Context: an optimization exercise on an open-source flow, tuned for small area and a short achievable clock period. The choices shown serve that exercise and are no tape-out recipe. Where RTL was checked, it was by simulation tests only, not by an equivalence proof against the original. Function not checked in runs 1 to 3: the RTL went through the layout flow alone.

<file path="design/flow/flow/move_sequence.txt">
unbuffer,sizeup,swap
</file>
<file path="design/flow/flow/run.sh">
#!/bin/bash
# The standard synthesis and layout, with these changes to the layout:
#  * the port buffers are the smallest buffer cell (buffer_ports -buffer_cell) instead of
#    the delay-cell buffers buffer_ports picks by itself;
#  * the clock tree uses the buffers in flow/cts_bufs.txt and no dummy loads;
#  * repair_timing aims for extra setup slack (flow/setup_margin.txt, ns) so the resizer
#    speeds up the critical paths. The clock and I/O constraints are unchanged.
set -euo pipefail
# clock tree: small clock buffers and no dummy loads (64 flip-flops need little drive)
export CTS_ARGS="-sink_clustering_enable -repair_clock_nets -buf_list {$(cat flow/cts_bufs.txt)} -dont_use_dummy_load"
export BUFFER_PORTS_ARGS="-buffer_cell sky130_fd_sc_hd__buf_1"
M=$(cat flow/setup_margin.txt)
if [[ "$M" != "0" ]]; then export SETUP_SLACK_MARGIN=$M; fi
S=$(cat flow/move_sequence.txt)
if [[ -n "$S" ]]; then export SETUP_MOVE_SEQUENCE=$S; fi
bash standard.sh synth > synth.log 2>&1
bash standard.sh finish > layout.log 2>&1
</file>
<file path="design/flow/design.v">
`timescale 1ns / 1ps
module multiplier_16bit (
    input  wire clk,
    input  wire rst,
    input  wire signed [15:0] a,
    input  wire signed [15:0] b,
    output reg  signed [31:0] product,
    output reg  signed [15:0] a_out,
    output reg  signed [15:0] b_out
);
    wire [15:0] ag = a;
    wire [31:0] accn = product;
    wire [16:0] x0;    
    wire one0 = b[0] ^ 1'b0;
    wire two0 = (b[1] & ~b[0] & ~1'b0) | (~b[1] & b[0] & 1'b0);
    wire neg0 = b[1];
    assign x0[0] = ((one0 & ag[0]) | (two0 & 1'b0)) ^ neg0;
    assign x0[1] = ((one0 & ag[1]) | (two0 & ag[0])) ^ neg0;
    assign x0[2] = ((one0 & ag[2]) | (two0 & ag[1])) ^ neg0;
    assign x0[3] = ((one0 & ag[3]) | (two0 & ag[2])) ^ neg0;
    assign x0[4] = ((one0 & ag[4]) | (two0 & ag[3])) ^ neg0;
    assign x0[5] = ((one0 & ag[5]) | (two0 & ag[4])) ^ neg0;
    assign x0[6] = ((one0 & ag[6]) | (two0 & ag[5])) ^ neg0;
    assign x0[7] = ((one0 & ag[7]) | (two0 & ag[6])) ^ neg0;
    assign x0[8] = ((one0 & ag[8]) | (two0 & ag[7])) ^ neg0;
    assign x0[9] = ((one0 & ag[9]) | (two0 & ag[8])) ^ neg0;
    assign x0[10] = ((one0 & ag[10]) | (two0 & ag[9])) ^ neg0;
    assign x0[11] = ((one0 & ag[11]) | (two0 & ag[10])) ^ neg0;
    assign x0[12] = ((one0 & ag[12]) | (two0 & ag[11])) ^ neg0;
    assign x0[13] = ((one0 & ag[13]) | (two0 & ag[12])) ^ neg0;
    assign x0[14] = ((one0 & ag[14]) | (two0 & ag[13])) ^ neg0;
    assign x0[15] = ((one0 & ag[15]) | (two0 & ag[14])) ^ neg0;
    assign x0[16] = ~(((one0 & ag[15]) | (two0 & ag[15])) ^ neg0);
    wire [16:0] x1;    
    wire one1 = b[2] ^ b[1];
    wire two1 = (b[3] & ~b[2] & ~b[1]) | (~b[3] & b[2] & b[1]);
    wire neg1 = b[3];
    assign x1[0] = ((one1 & ag[0]) | (two1 & 1'b0)) ^ neg1;
    assign x1[1] = ((one1 & ag[1]) | (two1 & ag[0])) ^ neg1;
    assign x1[2] = ((one1 & ag[2]) | (two1 & ag[1])) ^ neg1;
    assign x1[3] = ((one1 & ag[3]) | (two1 & ag[2])) ^ neg1;
    assign x1[4] = ((one1 & ag[4]) | (two1 & ag[3])) ^ neg1;
    assign x1[5] = ((one1 & ag[5]) | (two1 & ag[4])) ^ neg1;
    assign x1[6] = ((one1 & ag[6]) | (two1 & ag[5])) ^ neg1;
    assign x1[7] = ((one1 & ag[7]) | (two1 & ag[6])) ^ neg1;
    assign x1[8] = ((one1 & ag[8]) | (two1 & ag[7])) ^ neg1;
    assign x1[9] = ((one1 & ag[9]) | (two1 & ag[8])) ^ neg1;
    assign x1[10] = ((one1 & ag[10]) | (two1 & ag[9])) ^ neg1;
    assign x1[11] = ((one1 & ag[11]) | (two1 & ag[10])) ^ neg1;
    assign x1[12] = ((one1 & ag[12]) | (two1 & ag[11])) ^ neg1;
    assign x1[13] = ((one1 & ag[13]) | (two1 & ag[12])) ^ neg1;
    assign x1[14] = ((one1 & ag[14]) | (two1 & ag[13])) ^ neg1;
    assign x1[15] = ((one1 & ag[15]) | (two1 & ag[14])) ^ neg1;
    assign x1[16] = ~(((one1 & ag[15]) | (two1 & ag[15])) ^ neg1);
    wire [16:0] x2;    
    wire one2 = b[4] ^ b[3];
    wire two2 = (b[5] & ~b[4] & ~b[3]) | (~b[5] & b[4] & b[3]);
    wire neg2 = b[5];
    assign x2[0] = ((one2 & ag[0]) | (two2 & 1'b0)) ^ neg2;
    assign x2[1] = ((one2 & ag[1]) | (two2 & ag[0])) ^ neg2;
    assign x2[2] = ((one2 & ag[2]) | (two2 & ag[1])) ^ neg2;
    assign x2[3] = ((one2 & ag[3]) | (two2 & ag[2])) ^ neg2;
    assign x2[4] = ((one2 & ag[4]) | (two2 & ag[3])) ^ neg2;
    assign x2[5] = ((one2 & ag[5]) | (two2 & ag[4])) ^ neg2;
    assign x2[6] = ((one2 & ag[6]) | (two2 & ag[5])) ^ neg2;
    assign x2[7] = ((one2 & ag[7]) | (two2 & ag[6])) ^ neg2;
    assign x2[8] = ((one2 & ag[8]) | (two2 & ag[7])) ^ neg2;
    assign x2[9] = ((one2 & ag[9]) | (two2 & ag[8])) ^ neg2;
    assign x2[10] = ((one2 & ag[10]) | (two2 & ag[9])) ^ neg2;
    assign x2[11] = ((one2 & ag[11]) | (two2 & ag[10])) ^ neg2;
    assign x2[12] = ((one2 & ag[12]) | (two2 & ag[11])) ^ neg2;
    assign x2[13] = ((one2 & ag[13]) | (two2 & ag[12])) ^ neg2;
    assign x2[14] = ((one2 & ag[14]) | (two2 & ag[13])) ^ neg2;
    assign x2[15] = ((one2 & ag[15]) | (two2 & ag[14])) ^ neg2;
    assign x2[16] = ~(((one2 & ag[15]) | (two2 & ag[15])) ^ neg2);
    wire [16:0] x3;    
    wire one3 = b[6] ^ b[5];
    wire two3 = (b[7] & ~b[6] & ~b[5]) | (~b[7] & b[6] & b[5]);
    wire neg3 = b[7];
    assign x3[0] = ((one3 & ag[0]) | (two3 & 1'b0)) ^ neg3;
    assign x3[1] = ((one3 & ag[1]) | (two3 & ag[0])) ^ neg3;
    assign x3[2] = ((one3 & ag[2]) | (two3 & ag[1])) ^ neg3;
    assign x3[3] = ((one3 & ag[3]) | (two3 & ag[2])) ^ neg3;
    assign x3[4] = ((one3 & ag[4]) | (two3 & ag[3])) ^ neg3;
    assign x3[5] = ((one3 & ag[5]) | (two3 & ag[4])) ^ neg3;
    assign x3[6] = ((one3 & ag[6]) | (two3 & ag[5])) ^ neg3;
    assign x3[7] = ((one3 & ag[7]) | (two3 & ag[6])) ^ neg3;
    assign x3[8] = ((one3 & ag[8]) | (two3 & ag[7])) ^ neg3;
    assign x3[9] = ((one3 & ag[9]) | (two3 & ag[8])) ^ neg3;
    assign x3[10] = ((one3 & ag[10]) | (two3 & ag[9])) ^ neg3;
    assign x3[11] = ((one3 & ag[11]) | (two3 & ag[10])) ^ neg3;
    assign x3[12] = ((one3 & ag[12]) | (two3 & ag[11])) ^ neg3;
    assign x3[13] = ((one3 & ag[13]) | (two3 & ag[12])) ^ neg3;
    assign x3[14] = ((one3 & ag[14]) | (two3 & ag[13])) ^ neg3;
    assign x3[15] = ((one3 & ag[15]) | (two3 & ag[14])) ^ neg3;
    assign x3[16] = ~(((one3 & ag[15]) | (two3 & ag[15])) ^ neg3);
    wire [16:0] x4;    
    wire one4 = b[8] ^ b[7];
    wire two4 = (b[9] & ~b[8] & ~b[7]) | (~b[9] & b[8] & b[7]);
    wire neg4 = b[9];
    assign x4[0] = ((one4 & ag[0]) | (two4 & 1'b0)) ^ neg4;
    assign x4[1] = ((one4 & ag[1]) | (two4 & ag[0])) ^ neg4;
    assign x4[2] = ((one4 & ag[2]) | (two4 & ag[1])) ^ neg4;
    assign x4[3] = ((one4 & ag[3]) | (two4 & ag[2])) ^ neg4;
    assign x4[4] = ((one4 & ag[4]) | (two4 & ag[3])) ^ neg4;
    assign x4[5] = ((one4 & ag[5]) | (two4 & ag[4])) ^ neg4;
    assign x4[6] = ((one4 & ag[6]) | (two4 & ag[5])) ^ neg4;
    assign x4[7] = ((one4 & ag[7]) | (two4 & ag[6])) ^ neg4;
    assign x4[8] = ((one4 & ag[8]) | (two4 & ag[7])) ^ neg4;
    assign x4[9] = ((one4 & ag[9]) | (two4 & ag[8])) ^ neg4;
    assign x4[10] = ((one4 & ag[10]) | (two4 & ag[9])) ^ neg4;
    assign x4[11] = ((one4 & ag[11]) | (two4 & ag[10])) ^ neg4;
    assign x4[12] = ((one4 & ag[12]) | (two4 & ag[11])) ^ neg4;
    assign x4[13] = ((one4 & ag[13]) | (two4 & ag[12])) ^ neg4;
    assign x4[14] = ((one4 & ag[14]) | (two4 & ag[13])) ^ neg4;
    assign x4[15] = ((one4 & ag[15]) | (two4 & ag[14])) ^ neg4;
    assign x4[16] = ~(((one4 & ag[15]) | (two4 & ag[15])) ^ neg4);
    wire [16:0] x5;    
    wire one5 = b[10] ^ b[9];
    wire two5 = (b[11] & ~b[10] & ~b[9]) | (~b[11] & b[10] & b[9]);
    wire neg5 = b[11];
    assign x5[0] = ((one5 & ag[0]) | (two5 & 1'b0)) ^ neg5;
    assign x5[1] = ((one5 & ag[1]) | (two5 & ag[0])) ^ neg5;
    assign x5[2] = ((one5 & ag[2]) | (two5 & ag[1])) ^ neg5;
    assign x5[3] = ((one5 & ag[3]) | (two5 & ag[2])) ^ neg5;
    assign x5[4] = ((one5 & ag[4]) | (two5 & ag[3])) ^ neg5;
    assign x5[5] = ((one5 & ag[5]) | (two5 & ag[4])) ^ neg5;
    assign x5[6] = ((one5 & ag[6]) | (two5 & ag[5])) ^ neg5;
    assign x5[7] = ((one5 & ag[7]) | (two5 & ag[6])) ^ neg5;
    assign x5[8] = ((one5 & ag[8]) | (two5 & ag[7])) ^ neg5;
    assign x5[9] = ((one5 & ag[9]) | (two5 & ag[8])) ^ neg5;
    assign x5[10] = ((one5 & ag[10]) | (two5 & ag[9])) ^ neg5;
    assign x5[11] = ((one5 & ag[11]) | (two5 & ag[10])) ^ neg5;
    assign x5[12] = ((one5 & ag[12]) | (two5 & ag[11])) ^ neg5;
    assign x5[13] = ((one5 & ag[13]) | (two5 & ag[12])) ^ neg5;
    assign x5[14] = ((one5 & ag[14]) | (two5 & ag[13])) ^ neg5;
    assign x5[15] = ((one5 & ag[15]) | (two5 & ag[14])) ^ neg5;
    assign x5[16] = ~(((one5 & ag[15]) | (two5 & ag[15])) ^ neg5);
    wire [16:0] x6;    
    wire one6 = b[12] ^ b[11];
    wire two6 = (b[13] & ~b[12] & ~b[11]) | (~b[13] & b[12] & b[11]);
    wire neg6 = b[13];
    assign x6[0] = ((one6 & ag[0]) | (two6 & 1'b0)) ^ neg6;
    assign x6[1] = ((one6 & ag[1]) | (two6 & ag[0])) ^ neg6;
    assign x6[2] = ((one6 & ag[2]) | (two6 & ag[1])) ^ neg6;
    assign x6[3] = ((one6 & ag[3]) | (two6 & ag[2])) ^ neg6;
    assign x6[4] = ((one6 & ag[4]) | (two6 & ag[3])) ^ neg6;
    assign x6[5] = ((one6 & ag[5]) | (two6 & ag[4])) ^ neg6;
    assign x6[6] = ((one6 & ag[6]) | (two6 & ag[5])) ^ neg6;
    assign x6[7] = ((one6 & ag[7]) | (two6 & ag[6])) ^ neg6;
    assign x6[8] = ((one6 & ag[8]) | (two6 & ag[7])) ^ neg6;
    assign x6[9] = ((one6 & ag[9]) | (two6 & ag[8])) ^ neg6;
    assign x6[10] = ((one6 & ag[10]) | (two6 & ag[9])) ^ neg6;
    assign x6[11] = ((one6 & ag[11]) | (two6 & ag[10])) ^ neg6;
    assign x6[12] = ((one6 & ag[12]) | (two6 & ag[11])) ^ neg6;
    assign x6[13] = ((one6 & ag[13]) | (two6 & ag[12])) ^ neg6;
    assign x6[14] = ((one6 & ag[14]) | (two6 & ag[13])) ^ neg6;
    assign x6[15] = ((one6 & ag[15]) | (two6 & ag[14])) ^ neg6;
    assign x6[16] = ~(((one6 & ag[15]) | (two6 & ag[15])) ^ neg6);
    wire [16:0] x7;    
    wire one7 = b[14] ^ b[13];
    wire two7 = (b[15] & ~b[14] & ~b[13]) | (~b[15] & b[14] & b[13]);
    wire neg7 = b[15];
    assign x7[0] = ((one7 & ag[0]) | (two7 & 1'b0)) ^ neg7;
    assign x7[1] = ((one7 & ag[1]) | (two7 & ag[0])) ^ neg7;
    assign x7[2] = ((one7 & ag[2]) | (two7 & ag[1])) ^ neg7;
    assign x7[3] = ((one7 & ag[3]) | (two7 & ag[2])) ^ neg7;
    assign x7[4] = ((one7 & ag[4]) | (two7 & ag[3])) ^ neg7;
    assign x7[5] = ((one7 & ag[5]) | (two7 & ag[4])) ^ neg7;
    assign x7[6] = ((one7 & ag[6]) | (two7 & ag[5])) ^ neg7;
    assign x7[7] = ((one7 & ag[7]) | (two7 & ag[6])) ^ neg7;
    assign x7[8] = ((one7 & ag[8]) | (two7 & ag[7])) ^ neg7;
    assign x7[9] = ((one7 & ag[9]) | (two7 & ag[8])) ^ neg7;
    assign x7[10] = ((one7 & ag[10]) | (two7 & ag[9])) ^ neg7;
    assign x7[11] = ((one7 & ag[11]) | (two7 & ag[10])) ^ neg7;
    assign x7[12] = ((one7 & ag[12]) | (two7 & ag[11])) ^ neg7;
    assign x7[13] = ((one7 & ag[13]) | (two7 & ag[12])) ^ neg7;
    assign x7[14] = ((one7 & ag[14]) | (two7 & ag[13])) ^ neg7;
    assign x7[15] = ((one7 & ag[15]) | (two7 & ag[14])) ^ neg7;
    assign x7[16] = ~(((one7 & ag[15]) | (two7 & ag[15])) ^ neg7);
    wire s0, c1;
    fa us0 (accn[0], b[1], x0[0], s0, c1);
    wire s2, c3;
    fa us2 (accn[1], x0[1], c1, s2, c3);
    wire s4, c5;
    fa us4 (accn[2], b[3], x0[2], s4, c5);
    wire s6, c7;
    fa us6 (x1[0], s4, c3, s6, c7);
    wire s8, c9;
    fa us8 (accn[3], x0[3], x1[1], s8, c9);
    wire s10, c11;
    fa us10 (c5, s8, c7, s10, c11);
    wire s12, c13;
    fa us12 (accn[4], b[5], x0[4], s12, c13);
    wire s14, c15;
    fa us14 (x1[2], x2[0], c9, s14, c15);
    wire s16, c17;
    fa us16 (s12, s14, c11, s16, c17);
    wire s18, c19;
    fa us18 (accn[5], x0[5], x1[3], s18, c19);
    wire s20, c21;
    fa us20 (x2[1], c13, s18, s20, c21);
    wire s22, c23;
    ha us22 (c15, s20, s22, c23);
    wire s24, c25;
    fa us24 (accn[6], b[7], x0[6], s24, c25);
    wire s26, c27;
    fa us26 (x1[4], x2[2], x3[0], s26, c27);
    wire s28, c29;
    fa us28 (c19, s24, s26, s28, c29);
    wire s30, c31;
    fa us30 (c21, s28, c23, s30, c31);
    wire s32, c33;
    fa us32 (accn[7], x0[7], x1[5], s32, c33);
    wire s34, c35;
    fa us34 (x2[3], x3[1], c25, s34, c35);
    wire s36, c37;
    fa us36 (c27, s32, s34, s36, c37);
    wire s38, c39;
    fa us38 (c29, s36, c31, s38, c39);
    wire s40, c41;
    fa us40 (accn[8], b[9], x0[8], s40, c41);
    wire s42, c43;
    fa us42 (x1[6], x2[4], x3[2], s42, c43);
    wire s44, c45;
    fa us44 (x4[0], c33, s40, s44, c45);
    wire s46, c47;
    fa us46 (s42, c35, s44, s46, c47);
    wire s48, c49;
    ha us48 (c37, s46, s48, c49);
    wire s50, c51;
    fa us50 (accn[9], x0[9], x1[7], s50, c51);
    wire s52, c53;
    fa us52 (x2[5], x3[3], x4[1], s52, c53);
    wire s54, c55;
    fa us54 (c41, c43, s50, s54, c55);
    wire s56, c57;
    fa us56 (s52, c45, s54, s56, c57);
    wire s58, c59;
    ha us58 (c47, s56, s58, c59);
    wire s60, c61;
    fa us60 (accn[10], b[11], x0[10], s60, c61);
    wire s62, c63;
    fa us62 (x1[8], x2[6], x3[4], s62, c63);
    wire s64, c65;
    fa us64 (x4[2], x5[0], c51, s64, c65);
    wire s66, c67;
    fa us66 (c53, s60, s62, s66, c67);
    wire s68, c69;
    fa us68 (s64, c55, s66, s68, c69);
    wire s70, c71;
    ha us70 (c57, s68, s70, c71);
    wire s72, c73;
    fa us72 (accn[11], x0[11], x1[9], s72, c73);
    wire s74, c75;
    fa us74 (x2[7], x3[5], x4[3], s74, c75);
    wire s76, c77;
    fa us76 (x5[1], c61, c63, s76, c77);
    wire s78, c79;
    fa us78 (s72, s74, c65, s78, c79);
    wire s80, c81;
    fa us80 (s76, c67, s78, s80, c81);
    wire s82, c83;
    ha us82 (c69, c71, s82, c83);
    wire s84, c85;
    fa us84 (accn[12], b[13], x0[12], s84, c85);
    wire s86, c87;
    fa us86 (x1[10], x2[8], x3[6], s86, c87);
    wire s88, c89;
    fa us88 (x4[4], x5[2], x6[0], s88, c89);
    wire s90, c91;
    fa us90 (c73, c75, s84, s90, c91);
    wire s92, c93;
    fa us92 (s86, s88, c77, s92, c93);
    wire s94, c95;
    fa us94 (s90, c79, s92, s94, c95);
    wire s96, c97;
    ha us96 (c81, s94, s96, c97);
    wire s98, c99;
    fa us98 (accn[13], x0[13], x1[11], s98, c99);
    wire s100, c101;
    fa us100 (x2[9], x3[7], x4[5], s100, c101);
    wire s102, c103;
    fa us102 (x5[3], x6[1], c85, s102, c103);
    wire s104, c105;
    fa us104 (c87, c89, s98, s104, c105);
    wire s106, c107;
    fa us106 (s100, s102, c91, s106, c107);
    wire s108, c109;
    fa us108 (s104, c93, s106, s108, c109);
    wire s110, c111;
    ha us110 (c95, s108, s110, c111);
    wire s112, c113;
    fa us112 (accn[14], b[15], x0[14], s112, c113);
    wire s114, c115;
    fa us114 (x1[12], x2[10], x3[8], s114, c115);
    wire s116, c117;
    fa us116 (x4[6], x5[4], x6[2], s116, c117);
    wire s118, c119;
    fa us118 (x7[0], c99, c101, s118, c119);
    wire s120, c121;
    fa us120 (s112, s114, s116, s120, c121);
    wire s122, c123;
    fa us122 (c103, s118, c105, s122, c123);
    wire s124, c125;
    fa us124 (s120, c107, s122, s124, c125);
    wire s126, c127;
    ha us126 (c109, s124, s126, c127);
    wire s128, c129;
    fa us128 (accn[15], x0[15], x1[13], s128, c129);
    wire s130, c131;
    fa us130 (x2[11], x3[9], x4[7], s130, c131);
    wire s132, c133;
    fa us132 (x5[5], x6[3], x7[1], s132, c133);
    wire s134, c135;
    fa us134 (c113, c115, c117, s134, c135);
    wire s136, c137;
    fa us136 (s128, s130, s132, s136, c137);
    wire s138, c139;
    fa us138 (c119, s134, c121, s138, c139);
    wire s140, c141;
    fa us140 (s136, c123, s138, s140, c141);
    wire s142, c143;
    ha us142 (c125, s140, s142, c143);
    wire s144, c145;
    fa us144 (accn[16], x0[16], 1'b1, s144, c145);
    wire s146, c147;
    fa us146 (x1[14], x2[12], x3[10], s146, c147);
    wire s148, c149;
    fa us148 (x4[8], x5[6], x6[4], s148, c149);
    wire s150, c151;
    fa us150 (x7[2], s144, c129, s150, c151);
    wire s152, c153;
    fa us152 (c131, c133, s146, s152, c153);
    wire s154, c155;
    fa us154 (s148, c135, s150, s154, c155);
    wire s156, c157;
    fa us156 (c137, s152, c139, s156, c157);
    wire s158, c159;
    fa us158 (s154, c141, s156, s158, c159);
    wire s160, c161;
    fa us160 (accn[17], x1[15], 1'b1, s160, c161);
    wire s162, c163;
    fa us162 (x2[13], x3[11], x4[9], s162, c163);
    wire s164, c165;
    fa us164 (x5[7], x6[5], x7[3], s164, c165);
    wire s166, c167;
    fa us166 (c145, s160, c147, s166, c167);
    wire s168, c169;
    fa us168 (c149, s162, s164, s168, c169);
    wire s170, c171;
    fa us170 (c151, s166, c153, s170, c171);
    wire s172, c173;
    fa us172 (s168, c155, s170, s172, c173);
    wire s174, c175;
    ha us174 (c157, s172, s174, c175);
    wire s176, c177;
    fa us176 (accn[18], x1[16], x2[14], s176, c177);
    wire s178, c179;
    fa us178 (x3[12], x4[10], x5[8], s178, c179);
    wire s180, c181;
    fa us180 (x6[6], x7[4], c161, s180, c181);
    wire s182, c183;
    fa us182 (c163, c165, s176, s182, c183);
    wire s184, c185;
    fa us184 (s178, s180, c167, s184, c185);
    wire s186, c187;
    fa us186 (c169, s182, c171, s186, c187);
    wire s188, c189;
    fa us188 (s184, c173, s186, s188, c189);
    wire s190, c191;
    fa us190 (accn[19], x2[15], 1'b1, s190, c191);
    wire s192, c193;
    fa us192 (x3[13], x4[11], x5[9], s192, c193);
    wire s194, c195;
    fa us194 (x6[7], x7[5], s190, s194, c195);
    wire s196, c197;
    fa us196 (c177, c179, s192, s196, c197);
    wire s198, c199;
    fa us198 (c181, s194, c183, s198, c199);
    wire s200, c201;
    fa us200 (s196, c185, s198, s200, c201);
    wire s202, c203;
    ha us202 (c187, s200, s202, c203);
    wire s204, c205;
    fa us204 (accn[20], x2[16], x3[14], s204, c205);
    wire s206, c207;
    fa us206 (x4[12], x5[10], x6[8], s206, c207);
    wire s208, c209;
    fa us208 (x7[6], c191, c193, s208, c209);
    wire s210, c211;
    fa us210 (s204, s206, c195, s210, c211);
    wire s212, c213;
    fa us212 (s208, c197, s210, s212, c213);
    wire s214, c215;
    fa us214 (c199, s212, c201, s214, c215);
    wire s216, c217;
    fa us216 (accn[21], x3[15], 1'b1, s216, c217);
    wire s218, c219;
    fa us218 (x4[13], x5[11], x6[9], s218, c219);
    wire s220, c221;
    fa us220 (x7[7], s216, c205, s220, c221);
    wire s222, c223;
    fa us222 (c207, s218, c209, s222, c223);
    wire s224, c225;
    fa us224 (s220, c211, s222, s224, c225);
    wire s226, c227;
    ha us226 (c213, s224, s226, c227);
    wire s228, c229;
    fa us228 (accn[22], x3[16], x4[14], s228, c229);
    wire s230, c231;
    fa us230 (x5[12], x6[10], x7[8], s230, c231);
    wire s232, c233;
    fa us232 (c217, c219, s228, s232, c233);
    wire s234, c235;
    fa us234 (s230, c221, s232, s234, c235);
    wire s236, c237;
    fa us236 (c223, s234, c225, s236, c237);
    wire s238, c239;
    fa us238 (accn[23], x4[15], 1'b1, s238, c239);
    wire s240, c241;
    fa us240 (x5[13], x6[11], x7[9], s240, c241);
    wire s242, c243;
    fa us242 (s238, c229, c231, s242, c243);
    wire s244, c245;
    fa us244 (s240, s242, c233, s244, c245);
    wire s246, c247;
    ha us246 (c235, s244, s246, c247);
    wire s248, c249;
    fa us248 (accn[24], x4[16], x5[14], s248, c249);
    wire s250, c251;
    fa us250 (x6[12], x7[10], c239, s250, c251);
    wire s252, c253;
    fa us252 (c241, s248, s250, s252, c253);
    wire s254, c255;
    fa us254 (c243, s252, c245, s254, c255);
    wire s256, c257;
    fa us256 (accn[25], x5[15], 1'b1, s256, c257);
    wire s258, c259;
    fa us258 (x6[13], x7[11], s256, s258, c259);
    wire s260, c261;
    fa us260 (c249, c251, s258, s260, c261);
    wire s262, c263;
    ha us262 (c253, s260, s262, c263);
    wire s264, c265;
    fa us264 (accn[26], x5[16], x6[14], s264, c265);
    wire s266, c267;
    fa us266 (x7[12], c257, s264, s266, c267);
    wire s268, c269;
    fa us268 (c259, s266, c261, s268, c269);
    wire s270, c271;
    fa us270 (accn[27], x6[15], 1'b1, s270, c271);
    wire s272, c273;
    fa us272 (x7[13], s270, c265, s272, c273);
    wire s274, c275;
    fa us274 (s272, c267, c269, s274, c275);
    wire s276, c277;
    fa us276 (accn[28], x6[16], x7[14], s276, c277);
    wire s278, c279;
    fa us278 (c271, s276, c273, s278, c279);
    wire s280, c281;
    fa us280 (accn[29], x7[15], 1'b1, s280, c281);
    wire s282, c283;
    fa us282 (s280, c277, c279, s282, c283);
    wire s284, c285;
    fa us284 (accn[30], x7[16], c281, s284, c285);
    wire s286, c287;
    fa us286 (accn[31], c285, 1'b1, s286, c287);
    wire [31:0] r0 = {s286, s284, s282, s278, s274, c263, s262, c247, s246, c227, s226, c203, s202, c175, s174, c143, c127, c111, c97, c83, s80, c59, c49, s48, s38, s30, s22, s16, s10, s6, s2, s0};
    wire [31:0] r1 = {1'b0, c283, 1'b0, c275, 1'b0, s268, c255, s254, c237, s236, c215, s214, c189, s188, c159, s158, s142, s126, s110, s96, s82, s70, s58, c39, 1'b0, 1'b0, c17, 1'b0, 1'b0, 1'b0, 1'b0, 1'b0};
    wire [31:0] sum;
    wire [31:0] p0, gn;
    assign p0[0] = r0[0];
    assign gn[0] = 1'b1;
    assign p0[1] = r0[1];
    assign gn[1] = 1'b1;
    assign p0[2] = r0[2];
    assign gn[2] = 1'b1;
    assign p0[3] = r0[3];
    assign gn[3] = 1'b1;
    assign p0[4] = r0[4];
    assign gn[4] = 1'b1;
    wire g5;
    ha upg5 (r0[5], r1[5], p0[5], g5);
    assign gn[5] = ~g5;
    assign p0[6] = r0[6];
    assign gn[6] = 1'b1;
    assign p0[7] = r0[7];
    assign gn[7] = 1'b1;
    wire g8;
    ha upg8 (r0[8], r1[8], p0[8], g8);
    assign gn[8] = ~g8;
    wire g9;
    ha upg9 (r0[9], r1[9], p0[9], g9);
    assign gn[9] = ~g9;
    wire g10;
    ha upg10 (r0[10], r1[10], p0[10], g10);
    assign gn[10] = ~g10;
    wire g11;
    ha upg11 (r0[11], r1[11], p0[11], g11);
    assign gn[11] = ~g11;
    wire g12;
    ha upg12 (r0[12], r1[12], p0[12], g12);
    assign gn[12] = ~g12;
    wire g13;
    ha upg13 (r0[13], r1[13], p0[13], g13);
    assign gn[13] = ~g13;
    wire g14;
    ha upg14 (r0[14], r1[14], p0[14], g14);
    assign gn[14] = ~g14;
    wire g15;
    ha upg15 (r0[15], r1[15], p0[15], g15);
    assign gn[15] = ~g15;
    wire g16;
    ha upg16 (r0[16], r1[16], p0[16], g16);
    assign gn[16] = ~g16;
    wire g17;
    ha upg17 (r0[17], r1[17], p0[17], g17);
    assign gn[17] = ~g17;
    wire g18;
    ha upg18 (r0[18], r1[18], p0[18], g18);
    assign gn[18] = ~g18;
    wire g19;
    ha upg19 (r0[19], r1[19], p0[19], g19);
    assign gn[19] = ~g19;
    wire g20;
    ha upg20 (r0[20], r1[20], p0[20], g20);
    assign gn[20] = ~g20;
    wire g21;
    ha upg21 (r0[21], r1[21], p0[21], g21);
    assign gn[21] = ~g21;
    wire g22;
    ha upg22 (r0[22], r1[22], p0[22], g22);
    assign gn[22] = ~g22;
    wire g23;
    ha upg23 (r0[23], r1[23], p0[23], g23);
    assign gn[23] = ~g23;
    wire g24;
    ha upg24 (r0[24], r1[24], p0[24], g24);
    assign gn[24] = ~g24;
    wire g25;
    ha upg25 (r0[25], r1[25], p0[25], g25);
    assign gn[25] = ~g25;
    wire g26;
    ha upg26 (r0[26], r1[26], p0[26], g26);
    assign gn[26] = ~g26;
    assign p0[27] = r0[27];
    assign gn[27] = 1'b1;
    wire g28;
    ha upg28 (r0[28], r1[28], p0[28], g28);
    assign gn[28] = ~g28;
    assign p0[29] = r0[29];
    assign gn[29] = 1'b1;
    wire g30;
    ha upg30 (r0[30], r1[30], p0[30], g30);
    assign gn[30] = ~g30;
    assign p0[31] = r0[31];
    assign gn[31] = 1'b1;
    wire G288 = ~gn[1] | (p0[1] & ~gn[0]);
    wire G289 = ~gn[3] | (p0[3] & ~gn[2]);
    wire P290 = p0[3] & p0[2];
    wire G291 = ~gn[5] | (p0[5] & ~gn[4]);
    wire P292 = p0[5] & p0[4];
    wire G293 = ~gn[7] | (p0[7] & ~gn[6]);
    wire P294 = p0[7] & p0[6];
    wire G295 = ~gn[9] | (p0[9] & ~gn[8]);
    wire P296 = p0[9] & p0[8];
    wire G297 = ~gn[11] | (p0[11] & ~gn[10]);
    wire P298 = p0[11] & p0[10];
    wire G299 = ~gn[13] | (p0[13] & ~gn[12]);
    wire P300 = p0[13] & p0[12];
    wire G301 = ~gn[15] | (p0[15] & ~gn[14]);
    wire P302 = p0[15] & p0[14];
    wire G303 = ~gn[17] | (p0[17] & ~gn[16]);
    wire P304 = p0[17] & p0[16];
    wire G305 = ~gn[19] | (p0[19] & ~gn[18]);
    wire P306 = p0[19] & p0[18];
    wire G307 = ~gn[21] | (p0[21] & ~gn[20]);
    wire P308 = p0[21] & p0[20];
    wire G309 = ~gn[23] | (p0[23] & ~gn[22]);
    wire P310 = p0[23] & p0[22];
    wire G311 = ~gn[25] | (p0[25] & ~gn[24]);
    wire P312 = p0[25] & p0[24];
    wire G313 = ~gn[27] | (p0[27] & ~gn[26]);
    wire P314 = p0[27] & p0[26];
    wire G315 = ~gn[29] | (p0[29] & ~gn[28]);
    wire P316 = p0[29] & p0[28];
    wire G317 = ~gn[31] | (p0[31] & ~gn[30]);
    wire P318 = p0[31] & p0[30];
    wire G319 = ~gn[2] | (p0[2] & G288);
    wire G320 = G289 | (P290 & G288);
    wire G321 = ~gn[6] | (p0[6] & G291);
    wire P322 = p0[6] & P292;
    wire G323 = G293 | (P294 & G291);
    wire P324 = P294 & P292;
    wire G325 = ~gn[10] | (p0[10] & G295);
    wire P326 = p0[10] & P296;
    wire G327 = G297 | (P298 & G295);
    wire P328 = P298 & P296;
    wire G329 = ~gn[14] | (p0[14] & G299);
    wire P330 = p0[14] & P300;
    wire G331 = G301 | (P302 & G299);
    wire P332 = P302 & P300;
    wire G333 = ~gn[18] | (p0[18] & G303);
    wire P334 = p0[18] & P304;
    wire G335 = G305 | (P306 & G303);
    wire P336 = P306 & P304;
    wire G337 = ~gn[22] | (p0[22] & G307);
    wire P338 = p0[22] & P308;
    wire G339 = G309 | (P310 & G307);
    wire P340 = P310 & P308;
    wire G341 = ~gn[26] | (p0[26] & G311);
    wire P342 = p0[26] & P312;
    wire G343 = G313 | (P314 & G311);
    wire P344 = P314 & P312;
    wire G345 = ~gn[30] | (p0[30] & G315);
    wire P346 = p0[30] & P316;
    wire G347 = G317 | (P318 & G315);
    wire P348 = P318 & P316;
    wire G349 = ~gn[4] | (p0[4] & G320);
    wire G350 = G291 | (P292 & G320);
    wire G351 = G321 | (P322 & G320);
    wire G352 = G323 | (P324 & G320);
    wire G353 = ~gn[12] | (p0[12] & G327);
    wire P354 = p0[12] & P328;
    wire G355 = G299 | (P300 & G327);
    wire P356 = P300 & P328;
    wire G357 = G329 | (P330 & G327);
    wire P358 = P330 & P328;
    wire G359 = G331 | (P332 & G327);
    wire P360 = P332 & P328;
    wire G361 = ~gn[20] | (p0[20] & G335);
    wire P362 = p0[20] & P336;
    wire G363 = G307 | (P308 & G335);
    wire P364 = P308 & P336;
    wire G365 = G337 | (P338 & G335);
    wire P366 = P338 & P336;
    wire G367 = G339 | (P340 & G335);
    wire P368 = P340 & P336;
    wire G369 = ~gn[28] | (p0[28] & G343);
    wire P370 = p0[28] & P344;
    wire G371 = G315 | (P316 & G343);
    wire P372 = P316 & P344;
    wire G373 = G345 | (P346 & G343);
    wire P374 = P346 & P344;
    wire G375 = G347 | (P348 & G343);
    wire P376 = P348 & P344;
    wire G377 = ~gn[8] | (p0[8] & G352);
    wire G378 = G295 | (P296 & G352);
    wire G379 = G325 | (P326 & G352);
    wire G380 = G327 | (P328 & G352);
    wire G381 = G353 | (P354 & G352);
    wire G382 = G355 | (P356 & G352);
    wire G383 = G357 | (P358 & G352);
    wire G384 = G359 | (P360 & G352);
    wire G385 = ~gn[24] | (p0[24] & G367);
    wire P386 = p0[24] & P368;
    wire G387 = G311 | (P312 & G367);
    wire P388 = P312 & P368;
    wire G389 = G341 | (P342 & G367);
    wire P390 = P342 & P368;
    wire G391 = G343 | (P344 & G367);
    wire P392 = P344 & P368;
    wire G393 = G369 | (P370 & G367);
    wire P394 = P370 & P368;
    wire G395 = G371 | (P372 & G367);
    wire P396 = P372 & P368;
    wire G397 = G373 | (P374 & G367);
    wire P398 = P374 & P368;
    wire G399 = G375 | (P376 & G367);
    wire P400 = P376 & P368;
    wire G401 = ~gn[16] | (p0[16] & G384);
    wire G402 = G303 | (P304 & G384);
    wire G403 = G333 | (P334 & G384);
    wire G404 = G335 | (P336 & G384);
    wire G405 = G361 | (P362 & G384);
    wire G406 = G363 | (P364 & G384);
    wire G407 = G365 | (P366 & G384);
    wire G408 = G367 | (P368 & G384);
    wire G409 = G385 | (P386 & G384);
    wire G410 = G387 | (P388 & G384);
    wire G411 = G389 | (P390 & G384);
    wire G412 = G391 | (P392 & G384);
    wire G413 = G393 | (P394 & G384);
    wire G414 = G395 | (P396 & G384);
    wire G415 = G397 | (P398 & G384);
    wire G416 = G399 | (P400 & G384);
    wire [31:0] cy = {G415, G414, G413, G412, G411, G410, G409, G408, G407, G406, G405, G404, G403, G402, G401, G384, G383, G382, G381, G380, G379, G378, G377, G352, G351, G350, G349, G320, G319, G288, ~gn[0], 1'b0};
    assign sum = p0 ^ cy;
    always @(posedge clk) begin
        product <= sum & {32{~rst}};
        a_out   <= a & {16{~rst}};
        b_out   <= b & {16{~rst}};
    end
endmodule
module booth_enc (input wire b1, input wire b0, input wire bm1, output wire one, output wire two, output wire neg);
    assign one = b0 ^ bm1;
    assign two = (b1 & ~b0 & ~bm1) | (~b1 & b0 & bm1);
    assign neg = b1;
endmodule
module booth_row (input wire [15:0] a, input wire [2:0] b, output wire [16:0] x);
    wire one = b[1] ^ b[0];
    wire two = (b[2] & ~b[1] & ~b[0]) | (~b[2] & b[1] & b[0]);
    wire [16:0] a1 = {a[15], a};
    wire [16:0] a2 = {a, 1'b0};
    wire [16:0] y = ((a1 & {17{one}}) | (a2 & {17{two}})) ^ {17{b[2]}};
    assign x = {~y[16], y[15:0]};
endmodule
module booth_row_i (input wire [15:0] a, input wire [2:0] b, output wire [16:0] x);
    wire one = b[1] ^ b[0];
    wire two = (b[2] & ~b[1] & ~b[0]) | (~b[2] & b[1] & b[0]);
    wire [16:0] a1 = {a[15], a};
    wire [16:0] a2 = {a, 1'b0};
    wire [16:0] y = ((a1 & {17{one}}) | (a2 & {17{two}})) ^ {17{b[2]}};
    assign x = {y[16], ~y[15:0]};
endmodule
module pg (input wire a, input wire b, output wire p, output wire gn);
    assign p  = a ^ b;
    assign gn = ~(a & b);
endmodule
module pgi (input wire an, input wire bn, output wire p, output wire gn);
    assign p  = an ^ bn;
    assign gn = an | bn;
endmodule
module fa (input wire a, input wire b, input wire c, output wire s, output wire co);
    assign s  = a ^ b ^ c;
    assign co = (a & b) | (a & c) | (b & c);
endmodule
module ha (input wire a, input wire b, output wire s, output wire co);
    assign s  = a ^ b;
    assign co = a & b;
endmodule
module fa1 (input wire a, input wire b, output wire s, output wire co);
    assign s  = ~(a ^ b);
    assign co = a | b;
endmodule
</file>
<file path="design/flow/standard.sh">
#!/bin/bash
# synth_recipe.tcl (not shown) runs the flow's synth.tcl, then flattens the netlist and writes it again
# the make line also repeats each setting of config.mk as NAME=value (left out here)
make -C /OpenROAD-flow-scripts/flow DESIGN_CONFIG=/design/flow/config.mk WORK_HOME=/design/flow/orfs CLKGATE_MAP_FILE= SYNTH_SCRIPT=/design/flow/synth_recipe.tcl "${@:-finish}"
</file>
<file path="design/flow/config.mk">
export PLATFORM = sky130hd
export DESIGN_NAME = multiplier_16bit
export DESIGN_NICKNAME = multiplier_16bit
export VERILOG_FILES = /design/flow/design.v
export SDC_FILE = /design/flow/constraint.sdc
export NUM_CORES = 4
export LEC_CHECK = 0
export ABC_AREA = 1
export CAP_MARGIN = 20
export CORE_MARGIN = 2
export CORE_UTILIZATION = 40
export SLEW_MARGIN = 20
export SYNTH_HIERARCHICAL = 1
</file>
<file path="design/flow/flow/setup_margin.txt">
10.8
</file>
<file path="design/flow/flow/cts_bufs.txt">
sky130_fd_sc_hd__clkbuf_8
</file>
<file path="design/flow/constraint.sdc">
create_clock -name core_clock -period 20.0 [get_ports {clk}]
set_input_delay 4.0000 -clock core_clock [delete_from_list [all_inputs] [get_ports {clk}]]
set_output_delay 4.0000 -clock core_clock [all_outputs]
set_load 0.01 [all_outputs]
</file>
==> results of run 1 <==
[critical path: stages]
cell     delay, ps
buf_1           80
buf_4          340
nor2_1         140
o21ai_2        630
o22ai_1        170
xor2_1         200
fa_1           410
fa_1           480
fa_1           540
fa_1           430
ha_1           290
ha_1           330
nand2_2        110
inv_1           60
a21oi_2        170
nand3_4        240
ha_1           280
o21a_1         170
nor3_1         110
[cells by family after synthesis]
group	share of synthesized area, %
AND/OR/NAND/NOR	12.4
AO/OA/AOI/OAI	14.2
adder cells (fa/ha/maj)	36.7
buffers and inverters	8.12
XOR/XNOR	13.3
flip-flops	15.2
other	0.0446
[layout make-up]
| class | instances | share of cell area (%) |
|---|---|---|
| Timing Repair Buffer | 106 | 4.79 |
| Clock buffer | 9 | 1.37 |
| Tap cell | 275 | 3.81 |
| Sequential cell | 64 | 14.2 |
| Multi-Input combinational cell | 718 | 72.2 |
| Inverter | 87 | 3.61 |
[per-module statistics from Yosys, one instance, submodules excluded]
module            copies in the design  area, um^2
ha                                  36        12.5
multiplier_16bit                     1        5360
fa                                 130        20.0
[registers in the layout, summed over array words and instances, names as in the netlist]
signal	count
b_out	16
product	32
a_out	16
[per-layer routing]
layer	vias to the layer above	global-route usage [%]
met5	-	0
met4	0	5.43
met3	33	4.43
met2	255	31.0
met1	3248	30.4
li1	3144	-
[through the flow]
stage / hold WS [ps] / instance area (um^2) / setup WS (ps)
finish: 672 / 9030 / 11090
detailed placement: 663 / 8860 / 10700
CTS: 684 / 8990 / 11050
floorplan: 686 / 8440 / 11570
global route: 760 / 9030 / 10810
global placement: 652 / 8860 / 10750
[path summary, 6_finish.rpt]
path,startpoint,to,slack (ps),depth (start not counted)
setup / recovery,b[11],product[17],11090,19
hold / removal,product[0],product[0],670,3
hold reg to reg,product[0],product[0],670,3
setup reg to reg,product[14],product[17],15880,13
[layout by cell type (no fill, tap or decap), types with 15 or more instances in the layout]
cell type,netlist,final
a21oi_1,32,32
buf_1,3,96
clkinv_1,15,15
dfxtp_1,64,64
fa_1,130,130
ha_1,39,39
inv_1,66,66
nand2_1,85,81
nand2_2,15,19
nand3_1,15,15
nor2_1,85,85
o22ai_1,113,113
xor2_1,127,126
[repair_timing]
item,CTS,global route
hold buffers,0,0
endpoints found under the setup margin,0,7
gates resized for setup,0,9
==> flow_summary_export.csv, run 1 <==
group,metric,value,unit
run_status,outcome,"no timing/DRC/antenna violations",
timing,slew_headroom,48.2,%
cts,clkSinkCount,64,
route,drtPass1Iterations,5,
route,ant_nets,0,
critical_path,crit_path_start_kind,"input pin",
placed_design,dp_hpwl,16600,um
timing,worst_pin_slew,777,ps
finish,regArea,0.00128,mm^2
placed_design,placed_cells,1250,
route,drt-vias-per-instance,5.31,
logic_synthesis,synth_seq_area_share,15.2,%
finish,num_antenna_cells,0,
route,route.top_layer_used,"met4",
timing,setup_violations,0,
critical_path,crit_fanout,22,
route,route.met3.wl,1500,um
logic_synthesis,synthArstFlopShare,0,%
timing,rsz0062_at_grt,"false",
logic_synthesis,syn-mean-instance-area,9.16,um^2
global_routing,antenna_found_initial,0,
route,vias,6680,
finish,fin_nets,1189,
logic_synthesis,ys_types,40,
floorplan,fp.dieH,149,um
logic_synthesis,synth_commonest_cells,"fa_1 (130), xor2_1 (127), o22ai_1 (113)",
timing,skew,23.8,ps
cts,clockBufferDepth,2,
cts,cts_root_buf,"clkbuf_8",
logic_synthesis,ys_seq_elements,64,
cts,numCtsBuffers,9,
global_routing,first_global_vias,6419,
timing,slew_viol_final,0,
floorplan,coreArea,0.0208,mm^2
timing,hold_viol,0,
critical_path,arrival,9180,ps
timing,fin_crit_sh,44.5,%
floorplan,placementRows,53,
logic_synthesis,synth_edf_count,0,
global_routing,grt_remaining_overflow,0,
critical_path,cp_data_required_time,20270,ps
logic_synthesis,synth.top_cell.area_share,30.9,%
logic_synthesis,synth_area_leaders,"fa_1 (31%), dfxtp_1 (15%), xor2_1 (13%), o22ai_1 (8.4%), ha_1 (5.8%)",
critical_path,critPathKind,"in2reg",
job,drv_cap,0,
timing,period_needed,8910,ps
logic_synthesis,yosys_warnings,7,
logic_synthesis,yosys.area.top_type,"fa_1",
cts,cts_tree,"done",
floorplan,initial_core_util,40.4,%
logic_synthesis,synth.most_common_cell,"fa_1",
floorplan,io_pins,98,
floorplan,dieArea,0.0222,mm^2
floorplan,die_w,149,um
route,met1_length,10100,um
route,drt-initial-drc-count,548,
timing,finalSetupTns,0,ps
placed_design,port-buffer-count,97,
timing,fmax,112,MHz
placed_design,gp_congestion,0.848,
hold_path,min_path_type,"reg2reg",
route,wire_per_inst,17.3,um
finish,syn_to_final_growth,7.39,%
global_routing,grt_pass1_wl,35800,um
finish,multi_input_area,0.00653,mm^2
finish,drive_gt1_share,8.13,%
logic_synthesis,synth.cell_area,0.00841,mm^2
cts,htree_levels,3,
finish,postLayoutCoreUtil,43.4,%
logic_synthesis,synth_flop_cell,"dfxtp_1",
route,route.detailed.drc,0,
global_routing,grt_max_degree,50,
finish,fill_cells,2063,
cts,insertion_delay,370,ps
logic_synthesis,synthCells,918,
route,wl_met2,9880,um
critical_path,worstSetupEndpointType,"register",
route,wl,21800,um
cts,cts.reportedPaths.clkPinSlew,80,ps
global_routing,grt_util_all_layers,20.7,%
cts,post_cts_buffers,0,
finish,fin_cells,1259,
==> inputs of run 2 (changes only) <==
==> design/flow/flow/setup_margin.txt (replaced) <==
11.3
==> run 2 against run 1 <==
Compared with the run above: final cell count did not move; routed wire length rose by 1.1%; synthesized area did not move; critical path depth did not move; critical endpoint unchanged; highest routed layer unchanged.
==> flow_summary_export.csv, run 2 <==
group,metric,value,unit
run_status,outcome,"no timing/DRC/antenna violations",
global_routing,grt_max_degree,50,
floorplan,die_w,149,um
floorplan,fp.dieH,149,um
timing,fmax,117,MHz
cts,clkSinkCount,64,
finish,largest_reg_flops,32,
route,wire_per_inst,17.5,um
logic_synthesis,synth_seq_area_share,15.2,%
route,ant_nets,0,
logic_synthesis,ys_seq_elements,64,
logic_synthesis,synth.most_common_cell,"fa_1",
timing,hold_viol,0,
timing,slew_viol_final,0,
timing,period_needed,8520,ps
timing,rsz0062_at_grt,"true",
timing,finalSetupTns,0,ps
logic_synthesis,ys_types,40,
logic_synthesis,synth_flop_cell,"dfxtp_1",
timing,skew,26.1,ps
job,drv_cap,0,
timing,slew_headroom,55.4,%
global_routing,first_global_vias,6458,
timing,fin_crit_sh,42.6,%
floorplan,placementRows,53,
placed_design,gp_congestion,0.848,
floorplan,io_pins,98,
cts,cts.reportedPaths.clkPinSlew,90,ps
floorplan,coreArea,0.0208,mm^2
logic_synthesis,yosys.area.top_type,"fa_1",
logic_synthesis,synth_commonest_cells,"fa_1 (130), xor2_1 (127), o22ai_1 (113)",
critical_path,crit_fanout,22,
route,vias,6663,
route,drt-initial-drc-count,487,
route,drt-vias-per-instance,5.29,
logic_synthesis,synth.cell_area,0.00841,mm^2
logic_synthesis,yosys_warnings,7,
critical_path,cp_slowest_stage_delay,510,ps
floorplan,dieArea,0.0222,mm^2
finish,num_antenna_cells,0,
global_routing,grt_remaining_overflow,0,
finish,regArea,0.00128,mm^2
route,drtPass1Iterations,6,
global_routing,antenna_found_initial,0,
logic_synthesis,synthArstFlopShare,0,%
global_routing,grt_util_all_layers,20.8,%
finish,final_common_cell,"xor2_1",
route,wl,22100,um
finish,drive_gt1_share,13.2,%
logic_synthesis,synthCells,918,
cts,htree_levels,3,
placed_design,dp_hpwl,16600,um
floorplan,initial_core_util,40.4,%
finish,reg_top3,"product (32), a_out (16), b_out (16)",
finish,fin_nets,1189,
critical_path,worstSetupEndpointType,"register",
critical_path,arrival,8790,ps
finish,regMostFlops,"product",
logic_synthesis,synth.top_cell.area_share,30.9,%
timing,setup_violations,0,
cts,insertion_delay,370,ps
cts,cts_tree,"done",
finish,postLayoutCoreUtil,45.4,%
cts,clockBufferDepth,2,
timing,worst_pin_slew,665,ps
finish,multi_input_area,0.00682,mm^2
cts,hold_buffers,0,
hold_path,min_path_type,"reg2reg",
critical_path,critPathKind,"in2reg",
cts,numCtsBuffers,9,
logic_synthesis,syn-mean-instance-area,9.16,um^2
critical_path,slowest_stage,"fa_1",
critical_path,crit_chain,"buf_1 > buf_12 > inv_2 > o21ai_4 > o22ai_1 > xor2_1 > fa_1 > fa_1 > fa_1 > fa_1 > ha_1 > ha_2 > nand2_2 > inv_1 > a21oi_2 > nand3_4 > ha_4 > o21a_1 > nor3_1",
logic_synthesis,synth_area_leaders,"fa_1 (31%), dfxtp_1 (15%), xor2_1 (13%), o22ai_1 (8.4%), ha_1 (5.8%)",
placed_design,port-buffer-count,97,
finish,syn_to_final_growth,12.3,%
cts,cts_root_buf,"clkbuf_8",
critical_path,crit_path_start_kind,"input pin",
logic_synthesis,synth_edf_count,0,
critical_path,cp_data_required_time,20270,ps
finish,mostFrequentLayoutCells,"xor2_1 (125), fa_1 (124), o22ai_1 (102)",
global_routing,grt_pass1_wl,36000,um
route,route.detailed.drc,0,
finish,fill_cells,2030,
critical_path,critPathMostFrequentCell,"fa_1",
run 2: critical path: cells and delay by family:
kind / cells / cell delay (ps)
adder cells (fa/ha/maj): 7 / 2660
AND/OR/NAND/NOR: 3 / 480
AO/OA/AOI/OAI: 4 / 950
buffers and inverters: 4 / 480
XOR/XNOR: 1 / 180
run 2: repair_timing:
item,4_1_cts,5_1_grt
gates resized for setup,18,80
setup endpoints to repair,16,16
setup buffers,0,0
gates cloned,0,0
pin swaps,3,33
run 2: metal layers:
metal,track usage [%],share of wire [%],up-vias
li1,-,-,3139
met1,30.5,45,3246
met2,31.3,46,241
met3,4.22,6.6,37
met4,5.52,2.1,0
met5,0,0,-
run 2: final timing paths:
kind,cells after the start,to,from,slack (ps)
setup / recovery,19,product[17],b[7],11480
hold / removal,3,product[0],product[0],670
hold reg to reg,3,product[0],product[0],670
setup reg to reg,13,product[17],product[11],15950
run 2: modules after synthesis (local to each module, per instance):
| module | copies in the design | flops+latches | cells inside | area [um^2] |
|---|---|---|---|---|
| multiplier_16bit | 1 | 64 | 752 | 5360 |
| fa | 130 | 0 | 1 | 20.0 |
| ha | 36 | 0 | 1 | 12.5 |
run 2: cell families after synthesis:
logic type               Yosys count  synth area share [%]
AO/OA/AOI/OAI                    183                  14.2
XOR/XNOR                         128                  13.3
adder cells (fa/ha/maj)          169                  36.7
buffers and inverters            144                  8.12
flip-flops                        64                  15.2
other                              1                0.0446
AND/OR/NAND/NOR                  229                  12.4
run 2: area by class of cell:
| cell class | count | share of cell area [%] |
|---|---|---|
| Multi-Input combinational cell | 718 | 72.2 |
| Sequential cell | 64 | 13.6 |
| Timing Repair Buffer | 106 | 5.51 |
| Inverter | 87 | 3.80 |
| Tap cell | 275 | 3.64 |
| Clock buffer | 9 | 1.31 |
run 2: per-stage QoR:
stage	area, um^2	hold WS [ps]	cells	setup slack [ps]
floorplan	8440	686	926	11570
finish	9440	672	1259	11480
global placement	8860	652	1250	10750
global route	9440	760	1259	11270
CTS	9070	684	1259	11290
detailed placement	8860	663	1250	10700
==> inputs of run 3 (changes only) <==
==> design/flow/flow/setup_margin.txt (replaced) <==
0
==> run 3 against run 2 <==
Compared with the run above: worst setup slack worse by 480 ps; via count down 1.1%; non-clock buffer count is the same; design area is 4.8% lower; count of clock-buffer cells in the layout stayed put; final cell count did not move; flip-flop and latch count is the same; first-iteration DRC count increased by 6.0%; critical path depth unchanged; core utilization is 2.2 points lower; largest cell class unchanged.
==> flow_summary_export.csv, run 3 <==
group,metric,value,unit
cts,cts.reportedPaths.clkPinSlew,80,ps
route,route.detailed.drc,0,
critical_path,critPathMostFrequentCell,"fa_1",
route,ant_nets,0,
global_routing,grt_util_all_layers,20.7,%
timing,worst_pin_slew,829,ps
run_status,outcome,"no timing/DRC/antenna violations",
logic_synthesis,ys_types,40,
finish,largest_reg_flops,32,
logic_synthesis,synth.most_common_cell,"fa_1",
finish,fin_nets,1189,
critical_path,critPathKind,"in2reg",
timing,finalSetupTns,0,ps
timing,period_needed,9000,ps
logic_synthesis,yosys_warnings,7,
route,drt-initial-drc-count,516,
logic_synthesis,yosys.area.top_type,"fa_1",
finish,reg_top3,"product (32), a_out (16), b_out (16)",
floorplan,dieArea,0.0222,mm^2
cts,post_cts_buffers,0,
timing,fin_crit_sh,45.0,%
logic_synthesis,synthCells,918,
finish,regMostFlops,"product",
global_routing,grt_remaining_overflow,0,
logic_synthesis,syn-mean-instance-area,9.16,um^2
floorplan,initial_core_util,40.4,%
logic_synthesis,synth_commonest_cells,"fa_1 (130), xor2_1 (127), o22ai_1 (113)",
route,drt-vias-per-instance,5.24,
finish,syn_to_final_growth,6.83,%
route,vias,6592,
critical_path,crit_fanout,22,
logic_synthesis,ys_seq_elements,64,
finish,mostFrequentLayoutCells,"fa_1 (130), xor2_1 (127), o22ai_1 (113)",
placed_design,gp_congestion,0.848,
floorplan,coreArea,0.0208,mm^2
job,drv_cap,0,
timing,slew_viol_final,0,
floorplan,io_pins,98,
floorplan,fp.dieH,149,um
logic_synthesis,synth.cell_area,0.00841,mm^2
route,drtPass1Iterations,6,
critical_path,cp_data_required_time,20270,ps
global_routing,first_global_vias,6419,
finish,final_common_cell,"fa_1",
timing,skew,24.9,ps
cts,cts_resized,0,
timing,slew_headroom,44.8,%
logic_synthesis,synth_seq_area_share,15.2,%
logic_synthesis,synth_edf_count,0,
cts,htree_levels,3,
critical_path,worstSetupEndpointType,"register",
cts,insertion_delay,370,ps
timing,setup_violations,0,
logic_synthesis,synthArstFlopShare,0,%
timing,rsz0062_at_grt,"false",
placed_design,dp_hpwl,16600,um
placed_design,port-buffer-count,97,
critical_path,slowest_stage,"o21ai_2",
cts,cts_root_buf,"clkbuf_8",
cts,hold_buffers,0,
route,wl,21800,um
critical_path,cp_slowest_stage_delay,660,ps
floorplan,placementRows,53,
timing,hold_viol,0,
finish,fill_cells,2060,
global_routing,grt_pass1_wl,35800,um
finish,num_antenna_cells,0,
global_routing,antenna_found_initial,0,
cts,clkSinkCount,64,
critical_path,crit_path_start_kind,"input pin",
floorplan,die_w,149,um
logic_synthesis,synth.top_cell.area_share,30.9,%
logic_synthesis,synth_flop_cell,"dfxtp_1",
global_routing,grt_max_degree,50,
critical_path,crit_chain,"buf_1 > buf_4 > nor2_1 > o21ai_2 > o22ai_1 > xor2_1 > fa_1 > fa_1 > fa_1 > fa_1 > ha_1 > ha_1 > nand2_2 > inv_1 > a21oi_2 > nand3_4 > ha_1 > o21a_1 > nor3_1",
timing,fmax,111,MHz
cts,cts_tree,"done",
route,wire_per_inst,17.3,um
cts,clockBufferDepth,2,
cts,numCtsBuffers,9,
hold_path,min_path_type,"reg2reg",
critical_path,arrival,9270,ps
finish,drive_gt1_share,7.62,%
logic_synthesis,synth_area_leaders,"fa_1 (31%), dfxtp_1 (15%), xor2_1 (13%), o22ai_1 (8.4%), ha_1 (5.8%)",
run 3: worst paths after layout:
path | from | to | slack (ps) | cells past startpoint
min | product[0] | product[0] | 670 | 3
max reg2reg | product[14] | product[17] | 15870 | 13
max | b[7] | product[17] | 11000 | 19
min reg2reg | product[0] | product[0] | 670 | 3
run 3: Yosys stat by module, one instance, submodules excluded:
module,copies in the design,area [um^2]
ha,36,12.5
fa,130,20.0
multiplier_16bit,1,5360
run 3: metal layers:
metal  wire length (um)  global-route usage [%]
met5                  0                       0
met4                353                    5.43
met3               1600                    4.43
met2               9890                    31.0
met1               9930                    30.4
run 3: logic make-up (layout without fill, tap and decap cells):
logic type | Yosys count | in the layout | synth area share [%]
other cells | 1 | 9 | 0.0446
flops | 64 | 64 | 15.2
compound gates | 183 | 183 | 14.2
fa+ha+maj | 169 | 169 | 36.7
xor+xnor | 128 | 128 | 13.3
buf+inv | 144 | 202 | 8.12
simple gates | 229 | 229 | 12.4
run 3: stage by stage:
step	utilization [%]	instances	worst slack, ps	hold slack [ps]	area (um^2)
after floorplan	-	926	11570	686	8440
after global placement	42.6	1250	10750	652	8860
after detailed placement	42.6	1250	10700	663	8860
after CTS	43.2	1259	11050	684	8990
after global routing	43.2	1259	10730	760	8990
final	43.2	1259	11000	671	8990
run 3: worst max-delay path, delay by kind of cell:
family	cells	cell delay, ps
compound gates	4	1170
xor+xnor	1	210
fa+ha+maj	7	2810
buf+inv	3	470
simple gates	4	590
run 3: final cells by class:
| cell class | instances | area, um^2 | area share [%] |
|---|---|---|---|
| multi-input cells | 718 | 6480 | 72.1 |
| well taps | 275 | 344 | 3.83 |
| flip-flops and latches | 64 | 1280 | 14.3 |
| clock buffers | 9 | 124 | 1.38 |
| inverters | 87 | 327 | 3.63 |
| repair buffers | 106 | 433 | 4.82 |
==> inputs of run 4 (changes only) <==
--- a/design/flow/design.v
+++ b/design/flow/design.v
@@ -237,7 +237,7 @@
     wire s56, c57;
     fa us56 (s52, c45, s54, s56, c57);
     wire s58, c59;
-    ha us58 (c47, s56, s58, c59);
+    fa us58 (c47, s56, c49, s58, c59);
     wire s60, c61;
     fa us60 (accn[10], b[11], x0[10], s60, c61);
     wire s62, c63;
@@ -261,7 +261,7 @@
     wire s80, c81;
     fa us80 (s76, c67, s78, s80, c81);
     wire s82, c83;
-    ha us82 (c69, c71, s82, c83);
+    fa us82 (c69, c71, s80, s82, c83);
     wire s84, c85;
     fa us84 (accn[12], b[13], x0[12], s84, c85);
     wire s86, c87;
@@ -441,7 +441,7 @@
     wire s260, c261;
     fa us260 (c249, c251, s258, s260, c261);
     wire s262, c263;
-    ha us262 (c253, s260, s262, c263);
+    fa us262 (c253, s260, c255, s262, c263);
     wire s264, c265;
     fa us264 (accn[26], x5[16], x6[14], s264, c265);
     wire s266, c267;
@@ -466,8 +466,8 @@
     fa us284 (accn[30], x7[16], c281, s284, c285);
     wire s286, c287;
     fa us286 (accn[31], c285, 1'b1, s286, c287);
-    wire [31:0] r0 = {s286, s284, s282, s278, s274, c263, s262, c247, s246, c227, s226, c203, s202, c175, s174, c143, c127, c111, c97, c83, s80, c59, c49, s48, s38, s30, s22, s16, s10, s6, s2, s0};
-    wire [31:0] r1 = {1'b0, c283, 1'b0, c275, 1'b0, s268, c255, s254, c237, s236, c215, s214, c189, s188, c159, s158, s142, s126, s110, s96, s82, s70, s58, c39, 1'b0, 1'b0, c17, 1'b0, 1'b0, 1'b0, 1'b0, 1'b0};
+    wire [31:0] r0 = {s286, s284, s282, s278, s274, s268, s262, c247, s246, c227, s226, c203, s202, c175, s174, c143, c127, c111, c97, s96, s82, s70, s58, s48, s38, s30, s22, s16, s10, s6, s2, s0};
+    wire [31:0] r1 = {1'b0, c283, 1'b0, c275, 1'b0, c263, 1'b0, s254, c237, s236, c215, s214, c189, s188, c159, s158, s142, s126, s110, c83, 1'b0, c59, 1'b0, c39, 1'b0, 1'b0, c17, 1'b0, 1'b0, 1'b0, 1'b0, 1'b0};
     wire [31:0] sum;
     wire [31:0] p0, gn;
     assign p0[0] = r0[0];
@@ -490,15 +490,13 @@
     wire g8;
     ha upg8 (r0[8], r1[8], p0[8], g8);
     assign gn[8] = ~g8;
-    wire g9;
-    ha upg9 (r0[9], r1[9], p0[9], g9);
-    assign gn[9] = ~g9;
+    assign p0[9] = r0[9];
+    assign gn[9] = 1'b1;
     wire g10;
     ha upg10 (r0[10], r1[10], p0[10], g10);
     assign gn[10] = ~g10;
-    wire g11;
-    ha upg11 (r0[11], r1[11], p0[11], g11);
-    assign gn[11] = ~g11;
+    assign p0[11] = r0[11];
+    assign gn[11] = 1'b1;
     wire g12;
     ha upg12 (r0[12], r1[12], p0[12], g12);
     assign gn[12] = ~g12;
@@ -538,9 +536,8 @@
     wire g24;
     ha upg24 (r0[24], r1[24], p0[24], g24);
     assign gn[24] = ~g24;
-    wire g25;
-    ha upg25 (r0[25], r1[25], p0[25], g25);
-    assign gn[25] = ~g25;
+    assign p0[25] = r0[25];
+    assign gn[25] = 1'b1;
     wire g26;
     ha upg26 (r0[26], r1[26], p0[26], g26);
     assign gn[26] = ~g26;
==> design/flow/flow/setup_margin.txt (replaced) <==
10.8
--- a/design/flow/config.mk
+++ b/design/flow/config.mk
@@ -8,6 +8,7 @@
 export ABC_AREA = 1
 export CAP_MARGIN = 20
 export CORE_MARGIN = 2
-export CORE_UTILIZATION = 40
+export CORE_UTILIZATION = 55
+export PLACE_DENSITY = 0.65
 export SLEW_MARGIN = 20
 export SYNTH_HIERARCHICAL = 1
==> run 4 against run 3 <==
Compared with the run above: still clean; first-iteration DRC count up 7.0%; worst setup slack gained 120 ps; flip-flop and latch count stayed put; design area fell by 1.1%; critical path depth is the same; global-route usage grew 6.6 points; maximum frequency up 1.3%; count of clock-buffer cells in the layout unchanged; critical endpoint unchanged.
==> flow_summary_export.csv, run 4 <==
group,metric,value,unit
timing,hold_viol,0,
critical_path,crit_fanout,22,
route,drt-vias-per-instance,5.76,
logic_synthesis,synth.top_cell.area_share,32.0,%
timing,slew_headroom,45.0,%
critical_path,slowest_stage,"fa_1",
logic_synthesis,synth_commonest_cells,"fa_1 (133), xor2_1 (127), o22ai_1 (106)",
cts,insertion_delay,380,ps
floorplan,dieArea,0.0161,mm^2
route,vias,6674,
logic_synthesis,synth.cell_area,0.00832,mm^2
logic_synthesis,ys_types,39,
cts,numCtsBuffers,9,
run_status,outcome,"no timing/DRC/antenna violations",
global_routing,grt_pass1_wl,34400,um
hold_path,min_path_type,"reg2reg",
global_routing,antenna_found_initial,0,
global_routing,grt_util_all_layers,27.3,%
critical_path,cp_data_required_time,20270,ps
cts,clockBufferDepth,2,
finish,num_antenna_cells,0,
cts,clkSinkCount,64,
logic_synthesis,synth.most_common_cell,"fa_1",
critical_path,critPathKind,"in2reg",
critical_path,critPathMostFrequentCell,"fa_1",
finish,fin_nets,1176,
floorplan,coreArea,0.0146,mm^2
route,ant_nets,0,
finish,regMostFlops,"product",
logic_synthesis,synth_area_leaders,"fa_1 (32%), dfxtp_1 (15%), xor2_1 (13%), o22ai_1 (8.0%), ha_1 (5.0%)",
timing,skew,26.8,ps
route,wire_per_inst,17.9,um
critical_path,reg2reg_from,"product[12]",
critical_path,rrSetupSlack,15770,ps
cts,cts_root_buf,"clkbuf_8",
logic_synthesis,synth_edf_count,0,
timing,finalSetupTns,0,ps
cts,htree_levels,3,
critical_path,crit_path_start_kind,"input pin",
cts,hold_buffers,0,
finish,drive_gt1_share,8.32,%
route,drt-initial-drc-count,552,
critical_path,cp_slowest_stage_delay,540,ps
timing,fmax,113,MHz
logic_synthesis,yosys_warnings,7,
critical_path,worstSetupEndpointType,"register",
==> run 4: cell count changes in the layout (fill, tap and decap cells not counted), sizes merged, moves of 2 or more <==
cell,delta
nand2,-7
ha,-6
a21oi,-9
o21a,-2
nor4,+2
nand3,-4
fa,+3
o21bai,+3
nand4,+7
a21boi,-2
nand3b,+3
o21ai,+2
==> run 4: cell type report <==
cell class | count | area (um^2)
repair buffers | 107 | 440
inverters | 87 | 327
multi-input cells | 707 | 6480
fillers | 1349 | 5760
well taps | 184 | 230
flip-flops and latches | 64 | 1280
clock buffers | 9 | 124
==> run 4: worst max-delay path by stage <==
stage | endpoint
after floorplan | product[17]
after global placement | product[17]
after detailed placement | product[17]
after CTS | product[17]
after global routing | product[17]
final | product[17]
==> run 4: kinds of logic after synthesis <==
kind of cell / synth area share [%]
other cells: 0.0451
xor+xnor: 13.5
simple gates: 12.3
flops: 15.4
fa+ha+maj: 37.0
compound gates: 14.2
buf+inv: 7.61
==> run 4: repair_timing <==
item / CTS / global route
setup endpoints to repair: 0 / 11
buffers inserted: 0 / 0
gates resized for setup: 0 / 11
==> run 4: metrics by stage <==
step	utilization (%)	setup slack (ps)	std cells	cell area [um^2]
after floorplan	-	11580	915	8350
after global placement	59.5	10650	1149	8710
after detailed placement	59.5	10570	1149	8710
after CTS	60.3	10930	1158	8830
after global routing	60.7	10820	1158	8890
final	60.7	11120	1158	8890
==> run 4: modules after synthesis, one instance, submodules excluded <==
module | copies in the design | flip-flops and latches | cells inside
multiplier_16bit | 1 | 64 | 744
fa | 133 | 0 | 1
ha | 30 | 0 | 1
==> run 4: worst max-delay path, delay by kind of cell <==
kind	cells	cell delay, ps
buffers and inverters	4	560
adder cells (fa/ha/maj)	7	2890
AND/OR/NAND/NOR	3	550
XOR/XNOR	1	190
AO/OA/AOI/OAI	4	940
==> run 4: per-layer routing <==
metal  routed length [um]  track usage, %
met3                 1490            6.07
met1                 9570            40.7
met5                    0               0
met4                  310            6.46
met2                 9300            40.7

what the ideal ports hide:
The flow's constraints put no driver on any port. The routed layouts listed below were extracted and timed again, unchanged, in two steps. Step 1 sets driving cells, clkbuf_16 on the clock port and buf_2 on the other inputs (assumed; they add their load-dependent delay and slew). Step 2 times the ports against the registers' clock, not the clock port: input delays grow and output delays shrink by t, the midpoint of the rising clock arrivals with the driver on. a / b / c = no drivers / after step 1 / after step 2; a / b = the first two.
run	shift t [ns]	setup WS [ns]	worst setup path at the end	latest minus earliest clock arrival (ns)	slew at the worst register clock pin (ns)
run 1	0.402	11.091 / 11.109 / 10.707	input to register	0.024 / 0.024	0.08 / 0.08
run 2	0.401	11.481 / 11.495 / 11.094	input to register	0.027 / 0.027	0.09 / 0.09
run 3	0.401	11.000 / 11.015 / 10.614	input to register	0.025 / 0.025	0.08 / 0.08
run 4	0.401	11.118 / 11.131 / 10.730	input to register	0.027 / 0.027	0.08 / 0.08
After both steps every run listed still meets setup and hold. For run 4, which loses most, drivers alone change the setup slack by +0.013 ns; drivers and shift together by -0.388 ns.
